Source: an optimization exercise on an open RTL-to-GDS flow (aim: small area, a short achievable clock period and few clock cycles per item). Production flows keep margins and buffers that such runs may drop. Only simulation tests tie the RTL to the original design; equivalence was not proved. No activity file was given, so power comes from the tool's default toggle rates.

==> flow/design.v (excerpt) <==
module mdu_top
(
    input  logic         clk,
    input  logic         rst,
    input  logic         in_valid,
    input  logic [2:0]   in_op,
    input  logic [31:0]  in_rs1,
    input  logic [31:0]  in_rs2,
    input  logic [31:0]  in_pc,
    input  logic [31:0]  in_inst,
    input  logic [4:0]   in_rd_addr,
    input  logic [4:0]   in_rs1_addr,
    input  logic [4:0]   in_rs2_addr,
    input  logic         in_regf_we,
    input  logic [4:0]   in_rob_idx,
    output logic         out_valid,
    output logic [31:0]  out_rd_data,
    output logic [31:0]  out_pc,
    output logic [31:0]  out_inst,
    output logic [4:0]   out_rd_addr,
    output logic [4:0]   out_rs1_addr,
    output logic [4:0]   out_rs2_addr,
    output logic         out_regf_we,
    output logic [4:0]   out_rob_idx
);
export LEC_CHECK = 0
export ABC_AREA = 1
export CAP_MARGIN = 30
export CORE_MARGIN = 2
export CORE_UTILIZATION = 40
export CTS_BUF_LIST = sky130_fd_sc_hd__clkbuf_4 sky130_fd_sc_hd__clkbuf_8
export CTS_CLUSTER_SIZE = 50
export SETUP_SLACK_MARGIN = 5
export SLEW_MARGIN = 30
create_clock -name core_clock -period 13.0 [get_ports {clk}]
run.sh (not shown) runs the stock make flow with config.mk's settings and CLKGATE_MAP_FILE= SYNTH_SCRIPT=/design/flow/synth_recipe.tcl, a recipe that flattens the netlist after the stock synthesis.
Testbench counts at the start, summed over its fixed seeds: cycles 142,920, ops 24,000.
==> next run, changes <==
Settings changed: CTS_CLUSTER_SIZE 50 to 30, TNS_END_PERCENT from default to 20.
What happened: Core utilization stays flat. Synthesized area is unchanged. Routed wire length stays flat. Global-route usage stays the same. Hold slack is about the same.
==> next run, changes <==
Settings changed: GPL_ROUTABILITY_DRIVEN from default to 0, TNS_END_PERCENT 20 to default.
Result: Setup slack gains 0.27 ns. Wire length drops by a few percent. Die area does not change. Non-clock buffer count fell by 2.
==> next run, changes <==
Settings changed: CORE_UTILIZATION 40 to 55, CTS_BUF_LIST sky130_fd_sc_hd__clkbuf_4 sky130_fd_sc_hd__clkbuf_8 to default, CTS_CLUSTER_SIZE 30 to default, GPL_ROUTABILITY_DRIVEN 0 to default.
What happened: The changed run produced a clean layout. Utilization climbs by 17 points. Design area grows slightly. Routed wire length rose by a few percent. Via count goes up by a few percent. Combinational power came out higher by a few percent. First-iteration DRC count climbs by about a fifth. Total power climbs by a few percent. Sequential cell count does not change. Setup slack is worse by 0.15 ns. Global-route usage went up by 14 points.


the previous run:
Starting RTL as in the previous note.
clock: 13.0 ns
lec_check: 0
abc_area: 1
cap_margin: 30
core_margin: 2
core_utilization: 40
cts_buf_list: sky130_fd_sc_hd__clkbuf_4 sky130_fd_sc_hd__clkbuf_8
cts_cluster_size: 30
place_density: 0.7
setup_slack_margin: 5
slew_margin: 30
The previous run | status: complete | timing, DRC, antenna: pass
Testbench counts of the previous run, summed over its fixed seeds: cycles 142,920, ops 24,000.
> inputs changed (the previous run -> the current run)
Settings: PLACE_DENSITY removed (was 0.7); ABC_CLOCK_PERIOD_IN_PS newly set to 7000; CTS_CLUSTER_SIZE removed (was 30); CTS_BUF_LIST removed (was sky130_fd_sc_hd__clkbuf_4 sky130_fd_sc_hd__clkbuf_8).
==> comparison <==
- The previous run and the current run ended up with nearly the same number of enable-type register cells in the synthesized netlist.
- Row net load switching power: the current run lower / the previous run higher
- Changes observed in the current run relative to the previous run: routed via count divided by cell count now sits lower; initial antenna violation count -4; number of cells in the design after placement did not really move; total power went down by 0.050 mW; combinational power share lower.
- When the final numbers for the previous run and the current run were put side by side, the highest cell delay on the worst timing path turned out to be greater in the previous run.
- As far as sequential-to-total area share from yosys stat goes, the previous run and the current run are indistinguishable; the numbers are identical.


Setup of rev 12:
Starting RTL as in the previous note.
export LEC_CHECK = 0
export ABC_AREA = 1
export CAP_MARGIN = 30
export CORE_MARGIN = 2
export CORE_UTILIZATION = 45
export CTS_BUF_LIST = sky130_fd_sc_hd__clkbuf_4 sky130_fd_sc_hd__clkbuf_8
export CTS_CLUSTER_SIZE = 30
export SETUP_SLACK_MARGIN = 5
export SLEW_MARGIN = 30
create_clock -name core_clock -period 13.0 [get_ports {clk}]
Testbench counts of rev 12, summed over its fixed seeds: cycles 142,920, ops 24,000.
Changes in rev 13 relative to rev 12:
# rev 12
export LEC_CHECK = 0
export ABC_AREA = 1
export CAP_MARGIN = 30
export CORE_MARGIN = 2
export CORE_UTILIZATION = 45
export CTS_BUF_LIST = sky130_fd_sc_hd__clkbuf_4 sky130_fd_sc_hd__clkbuf_8
export CTS_CLUSTER_SIZE = 30
export SETUP_SLACK_MARGIN = 5
export SLEW_MARGIN = 30
create_clock -name core_clock -period 13.0 [get_ports {clk}]
# rev 13
export LEC_CHECK = 0
export ABC_AREA = 1
export CAP_MARGIN = 30
export CORE_MARGIN = 2
export CORE_UTILIZATION = 40
export CTS_BUF_LIST = sky130_fd_sc_hd__clkbuf_4 sky130_fd_sc_hd__clkbuf_8
export CTS_CLUSTER_SIZE = 30
export SETUP_SLACK_MARGIN = 5
export SLEW_MARGIN = 30
create_clock -name core_clock -period 13.0 [get_ports {clk}]
Findings:
Taking rev 12 as the reference, in rev 13 non-clock buffer count decreased by about 2% relative to the old numbers; post-route worst hold slack decreased by 0.0032 ns relative to the old numbers; full die area increased by 12% relative to the old numbers; clock network contribution to total cell area decreased by 0.15 points relative to the old numbers.

-- separate check: timing with driven ports --
The flow's constraints put no driver on any port. The routed layouts listed below were extracted and timed again, unchanged, in two steps.
Step 1 (the two cells are an assumption about what drives the block):
set clk [get_ports {clk}]
set_driving_cell -lib_cell sky130_fd_sc_hd__clkbuf_16 $clk
set_driving_cell -lib_cell sky130_fd_sc_hd__buf_2 [delete_from_list [all_inputs] $clk]
Step 2, shift: input delay + t, output delay - t, t = (earliest + latest rising clock arrival at the registers) / 2. This alone moves slack from input paths to output paths.
a / b / c = ideal ports / drivers / drivers and shift; a / b = the first two.
run	t (ns)	setup slack, ns	worst hold slack (ns)	worst setup path at the end
the first run of note 1	0.524	5.332 / 5.352 / 4.841	0.471 / 0.471 / 0.471	input to register
the second run of note 1	0.520	5.026 / 5.055 / 4.535	0.471 / 0.471 / 0.471	input to register
the third run of note 1	0.518	5.292 / 5.255 / 4.737	0.467 / 0.467 / 0.467	input to register
the fourth run of note 1	0.494	5.138 / 5.171 / 4.676	0.473 / 0.473 / 0.473	input to register
the previous run	0.542	5.200 / 5.207 / 4.665	0.468 / 0.468 / 0.468	input to register
the current run	0.492	5.280 / 5.322 / 4.830	0.468 / 0.468 / 0.468	input to register
rev 12	0.538	5.294 / 5.275 / 4.737	0.474 / 0.474 / 0.474	input to register
rev 13	0.524	5.332 / 5.352 / 4.841	0.471 / 0.471 / 0.471	input to register
After both steps every run listed still meets setup and hold. The setup slack of rev 12, which loses most, moves by -0.019 ns with the drivers and by -0.557 ns with both steps.
